This is an optimization exercise on Yosys and OpenROAD, whose aim is small area and a short achievable clock period, not a production implementation. RTL that was checked went through simulation tests only; none was proved equivalent to the original. Power figures rest on the tool's default switching activity, not on a simulated workload.

v21:
Design fp_add, start of the top module:
module fp_add (
  input  logic        clk,
  input  logic        rst,
  input  logic        in_vld,
  input  logic [31:0] a,
  input  logic [31:0] b,
  output logic        sum_vld,
  output logic [31:0] sum
);
clock: 3.5 ns
lec_check: 0
cap_margin: 20
core_margin: 2
core_utilization: 40
place_density: 0.6
setup_slack_margin: 1.0
slew_margin: 20
run.sh (not shown) runs the stock make flow with config.mk's settings and CLKGATE_MAP_FILE= SYNTH_SCRIPT=/design/flow/synth_recipe.tcl, a recipe that flattens the netlist after the stock synthesis.
v21: full flow OK, the timing, DRC and antenna checks passed
Input changes introduced in v41 (baseline for comparison: v21):
# v21
export LEC_CHECK = 0
export CAP_MARGIN = 20
export CORE_MARGIN = 2
export CORE_UTILIZATION = 40
export PLACE_DENSITY = 0.6
export SETUP_SLACK_MARGIN = 1.0
export SLEW_MARGIN = 20
create_clock -name core_clock -period 3.5 [get_ports {clk}]
# v41
export LEC_CHECK = 0
export CAP_MARGIN = 20
export CORE_MARGIN = 2
export CORE_UTILIZATION = 40
export PLACE_DENSITY = 0.6
export SLEW_MARGIN = 20
create_clock -name core_clock -period 3.5 [get_ports {clk}]
## What came out
- v21 has a lower sequential share of layout area than v41.
- Compared with v21, in v41 sum of routed wire length over all layers -6.9%, count of max-cap constraint violations ~0 delta.
The inputs of v52 differ from those of v41 as listed below.
# v41
export LEC_CHECK = 0
export CAP_MARGIN = 20
export CORE_MARGIN = 2
export CORE_UTILIZATION = 40
export PLACE_DENSITY = 0.6
export SLEW_MARGIN = 20
create_clock -name core_clock -period 3.5 [get_ports {clk}]
# v52
export LEC_CHECK = 0
export CAP_MARGIN = 20
export CORE_MARGIN = 2
export CORE_UTILIZATION = 40
export PLACE_DENSITY = 0.6
export SETUP_SLACK_MARGIN = 0.7
export SLEW_MARGIN = 20
create_clock -name core_clock -period 3.5 [get_ports {clk}]
### Flow results
Compared to v41, the routing of v52 uses more wire. Compared to v41, v52 shows a wider setup margin. Between v41 and v52, final period utilization is lower for v52, v41 comes in above that. In terms of worst hold slack, v41 and v52 differ only marginally. Compared with v41, in v52 highest ir drop seen on vdd now sits higher, relative contribution of the clock network to total power now sits lower, highest fanout seen on the critical path now sits lower. Status: worst slack at placement parity (v41, v52). Measured against v41, the final-layout clock buffer total of v52 comes out at 1.16 times the reference value. v52 -> v41: core area delta 0, exact match. Transition at the pin with the smallest max-transition slack: v52 higher than v41.
No functional check of the RTL was part of any run of this note.


== v6 ==
The RTL this note starts from:
==> flow/design.v <==
module fp_add (
  input  logic        clk,
  input  logic        rst,
  input  logic        in_vld,
  input  logic [31:0] a,
  input  logic [31:0] b,
  output logic        sum_vld,
  output logic [31:0] sum
);
  localparam bit CUT1 = 1;   
  localparam bit CUT2 = 1;   
  localparam bit CUT3 = 1;   
  localparam bit CUT4 = 1;   
  localparam bit CUT5 = 1;   
  function automatic logic lt32(input logic [31:0] xa, input logic [31:0] ya);
    logic [31:0] g, e;
    integer w, i;
    g = ~xa & ya;
    e = ~(xa ^ ya);
    for (w = 1; w < 32; w = w * 2)
      for (i = 0; i + w < 32; i = i + 2 * w) begin
        g[i] = g[i + w] | (e[i + w] & g[i]);
        e[i] = e[i + w] & e[i];
      end
    lt32 = g[0];
  endfunction
  function automatic logic [7:0] sub8(input logic [7:0] xa, input logic [7:0] ya);
    logic [8:0] g, p;
    logic [7:0] h;
    integer w, i;
    h = xa ^ ~ya;
    g = {xa & ~ya, 1'b1};
    p = {h, 1'b0};
    for (w = 1; w < 9; w = w * 2)
      for (i = 8; i >= 0; i--)
        if ((i / w) % 2 == 1) begin
          g[i] = g[i] | (p[i] & g[(i / w) * w - 1]);
          p[i] = p[i] & p[(i / w) * w - 1];
        end
    sub8 = h ^ g[7:0];
  endfunction
  function automatic logic [24:0] psum25(input logic [24:0] gi, input logic [24:0] pi,
                                         input logic ci);
    logic [25:0] g, p;
    integer w, i;
    g = {gi, ci};
    p = {pi, 1'b0};
    for (w = 1; w < 26; w = w * 2)
      for (i = 25; i >= 0; i--)
        if ((i / w) % 2 == 1) begin
          g[i] = g[i] | (p[i] & g[(i / w) * w - 1]);
          p[i] = p[i] & p[(i / w) * w - 1];
        end
    psum25 = pi ^ g[24:0];
  endfunction
  logic        swap, sub, ls;
  logic [31:0] x, y;
  logic [8:0]  dab, dba;
  logic [7:0]  dd;
  assign dab  = {1'b0, a[30:23]} - {1'b0, b[30:23]};
  assign dba  = {1'b0, b[30:23]} - {1'b0, a[30:23]};
  assign swap = lt32({24'd0, a[30:23]}, {24'd0, b[30:23]});
  assign x    = swap ? b : a;
  assign y    = swap ? a : b;
  assign dd   = dab[8] ? dba[7:0] : dab[7:0];
  assign sub  = a[31] ^ b[31];
  assign ls   = sub & (a[30:23] == b[30:23]) & lt32({9'd0, a[22:0]}, {9'd0, b[22:0]});
  logic        v1, s1, sub1, ls1, far1;
  logic [7:0]  e1;
  logic [22:0] mx1, my1;
  logic [4:0]  d1;
  if (CUT1) begin : g_cut1
    always_ff @(posedge clk) begin
      if (rst) v1 <= 1'b0;
      else     v1 <= in_vld;
      s1   <= ls ? b[31] : x[31];
      e1   <= x[30:23];
      mx1  <= x[22:0];
      my1  <= y[22:0];
      d1   <= dd[4:0];
      far1 <= dd[7:5] != 3'd0;
      sub1 <= sub;
      ls1  <= ls;
    end
  end else begin : g_nocut1
    assign v1   = in_vld;
    assign s1   = ls ? b[31] : x[31];
    assign e1   = x[30:23];
    assign mx1  = x[22:0];
    assign my1  = y[22:0];
    assign d1   = dd[4:0];
    assign far1 = dd[7:5] != 3'd0;
    assign sub1 = sub;
    assign ls1  = ls;
  end
  logic [23:0] ys;
  logic [24:0] xo, yo, gg, pp;
  assign ys = far1 ? 24'd0 : ({1'b1, my1} >> d1);
  assign xo = {2'b01, mx1} ^ {25{ls1}};
  assign yo = {1'b0, ys} ^ {25{sub1 & ~ls1}};
  assign gg = xo & yo;
  assign pp = xo ^ yo;
  logic        v2, s2, c2;
  logic [7:0]  e2;
  logic [24:0] g2, p2;
  if (CUT2) begin : g_cut2
    always_ff @(posedge clk) begin
      if (rst) v2 <= 1'b0;
      else     v2 <= v1;
      s2 <= s1;
      e2 <= e1;
      g2 <= gg;
      p2 <= pp;
      c2 <= sub1;
    end
  end else begin : g_nocut2
    assign v2 = v1;
    assign s2 = s1;
    assign e2 = e1;
    assign g2 = gg;
    assign p2 = pp;
    assign c2 = sub1;
  end
  logic [24:0] u;
  assign u = psum25(g2, p2, c2);
  logic        v3, s3;
  logic [7:0]  e3;
  logic [24:0] u3;
  if (CUT3) begin : g_cut3
    always_ff @(posedge clk) begin
      if (rst) v3 <= 1'b0;
      else     v3 <= v2;
      s3 <= s2;
      e3 <= e2;
      u3 <= u;
    end
  end else begin : g_nocut3
    assign v3 = v2;
    assign s3 = s2;
    assign e3 = e2;
    assign u3 = u;
  end
  logic [24:0] n1, n2, n3;
  logic [2:0]  lzh;
  logic [3:0] z4;
  assign lzh[2] = u3[24:9] == 16'd0;
  assign lzh[1] = lzh[2] ? u3[8:1] == 8'd0 : u3[24:17] == 8'd0;
  assign z4     = {u3[24:21] == 4'd0, u3[16:13] == 4'd0, u3[8:5] == 4'd0, !u3[0]};
  assign lzh[0] = z4[~lzh[2:1]];
  assign n1     = lzh[2] ? {u3[8:0], 16'd0} : u3;
  assign n2     = lzh[1] ? {n1[16:0], 8'd0} : n1;
  assign n3     = lzh[0] ? {n2[20:0], 4'd0} : n2;
  logic        v4, s4;
  logic [7:0]  e4;
  logic [2:0]  lzh4;
  logic [24:0] n34;
  if (CUT4) begin : g_cut4
    always_ff @(posedge clk) begin
      if (rst) v4 <= 1'b0;
      else     v4 <= v3;
      s4  <= s3;
      e4   <= e3 + 8'd1;
      lzh4 <= lzh;
      n34  <= n3;
    end
  end else begin : g_nocut4
    assign v4  = v3;
    assign s4  = s3;
    assign e4   = e3 + 8'd1;
    assign lzh4 = lzh;
    assign n34  = n3;
  end
  logic [24:0] n4, n5;
  logic [1:0]  lzl;
  assign lzl[1] = n34[24:23] == 2'd0;
  assign n4     = lzl[1] ? {n34[22:0], 2'd0} : n34;
  assign lzl[0] = !n4[24];
  assign n5     = lzl[0] ? {n4[23:0], 1'b0} : n4;
  logic        nz;
  logic [31:0] res;
  assign nz  = n5[24];
  assign res = {s4 & nz, sub8(e4, {3'd0, lzh4, lzl}) & {8{nz}}, n5[23:1]};
  if (CUT5) begin : g_cut5
    always_ff @(posedge clk) begin
      if (rst) sum_vld <= 1'b0;
      else     sum_vld <= v4;
      sum <= res;
    end
  end else begin : g_nocut5
    assign sum_vld = v4;
    assign sum     = res;
  end
endmodule
export LEC_CHECK = 0
export ABC_AREA = 1
export CAP_MARGIN = 20
export CORE_MARGIN = 2
export CORE_UTILIZATION = 40
export CTS_BUF_LIST = sky130_fd_sc_hd__clkbuf_8
export CTS_CLUSTER_DIAMETER = 60
export CTS_CLUSTER_SIZE = 20
export PLACE_DENSITY = 0.6
export SETUP_SLACK_MARGIN = 1.5
export SLEW_MARGIN = 20
create_clock -name core_clock -period 3.5 [get_ports {clk}]
standard.sh (not shown) runs the stock make flow with config.mk's settings and CLKGATE_MAP_FILE= SYNTH_SCRIPT=/design/flow/synth_recipe.tcl, a recipe that flattens the netlist after the stock synthesis.
==> flow/flow/run.sh <==
#!/bin/bash
# The standard layout, with the ports buffered by the smallest plain buffer
# (buf_1) instead of the delay buffer ORFS picks by default.
set -euo pipefail
bash standard.sh BUFFER_PORTS_ARGS="-buffer_cell sky130_fd_sc_hd__buf_1" finish > standard.log 2>&1
v6 finished every stage and its layout cleared the timing, DRC and antenna checks.
### v6 -> v31
Settings: SETUP_SLACK_MARGIN changed from 1.5 to 1.3; CTS_CLUSTER_SIZE changed from 20 to 30; CTS_CLUSTER_DIAMETER changed from 60 to 80; CTS_BUF_LIST removed (was sky130_fd_sc_hd__clkbuf_8).
Results
Both conditions hold for v31: the flow ran to the end and the final layout passed the timing, DRC and antenna checks. Summary of v31 over v6: clock latency reported for the late side of the worst-skew pair decreased by 0.04 ns relative to the old numbers, final standard cell area without fillers decreased 220 sq um, final clock skew higher. v31 ends up with a critical path depth that is 4 lower than in v6. Of v31 and v6, v31 shows the lower logic gate share of total power, with v6 above it. Diff v31..v6 | number of nets in the synthesized netlist | unchanged. a21oi_1 as the slowest cell on the critical path was reported by v31, and dfxtp_4 by v6.
Setup changes, v31 to v18
Settings: CTS_CLUSTER_DIAMETER: 80 -> 50; CTS_CLUSTER_SIZE: 30 -> 16; SETUP_SLACK_MARGIN: 1.3 -> 1.7; CTS_BUF_LIST: unset -> sky130_fd_sc_hd__clkbuf_4 sky130_fd_sc_hd__clkbuf_8.
Findings:
The run with more routed wire is v18, not v31. p2[12] as the endpoint of the worst setup timing path was reported by v18, and mx1[20] by v31. v31 → v18: clock skew moved down, final worst-path cycle share lower, mux share of post-synthesis cell area essentially unchanged. Relative to v31, the power measured on v18 has increased by more than 10%. Sequential share of layout area: v18 vs v31 down 5.6 points.
Input changes introduced in v23 (baseline for comparison: v18):
Settings: swapping 1.7 for 1.3 in SETUP_SLACK_MARGIN; swapping 20 for 0 in SLEW_MARGIN; swapping 20 for 0 in CAP_MARGIN.
==> notes.md <==
Measured against v23, the count of filler cells inserted in the layout of v18 comes out at 0.915 times the reference value. Max cell-internal power across v18 and v23: v18. v23 vs. v18: power drawn by the sequential cells went down by about 1%. Comparing final worst clock skew for v18 and v23, the smaller number came from v23. Compared with v18, v23 shows a higher clock share of power. Placer's final routability congestion estimate (v23 vs. v18) decreases slightly. v23 against v18: detailed-placement wirelength estimate saw an increase, routed via count fell 715, proportion of power drawn by combinational gates fell by 5.7 points. v18 -> v23: cell area decreased by more than 10%. v23 reports its worst setup path startpoint as a[23] while v18 reports d1[0].

==> what the ideal ports hide <==
Ports are ideal in the flow. The routed layouts listed here were re-timed in OpenROAD. Step 1 (the two cells are an assumption about what drives the block):
set clk [get_ports {clk}]
set_driving_cell -lib_cell sky130_fd_sc_hd__clkbuf_16 $clk
set_driving_cell -lib_cell sky130_fd_sc_hd__buf_2 [delete_from_list [all_inputs] $clk]
Step 2 times the ports against the registers' clock, not the clock port: input delays grow and output delays shrink by t, the midpoint of the rising clock arrivals with the driver on. Slacks: no drivers / after step 1 / after step 2; pairs: no drivers / after step 1.
run	t, ns	slack for setup (ns)	slew at the worst register clock pin (ns)
v21	0.555	0.775 / 0.775 / 0.355	0.06 / 0.06
v41	0.549	0.308 / 0.308 / -0.163	0.06 / 0.06
v52	0.549	0.744 / 0.744 / 0.223	0.06 / 0.06
v6	0.574	1.540 / 1.540 / 1.045	0.11 / 0.11
v31	0.532	1.383 / 1.408 / 0.876	0.10 / 0.10
v18	0.589	1.548 / 1.548 / 0.961	0.09 / 0.09
v23	0.583	1.464 / 1.468 / 0.899	0.10 / 0.10
Met with ideal ports but missed after step 2: setup timing in v41. The setup slack of v18, which loses most, moves by 0.000 ns with the drivers and by -0.587 ns with both steps.
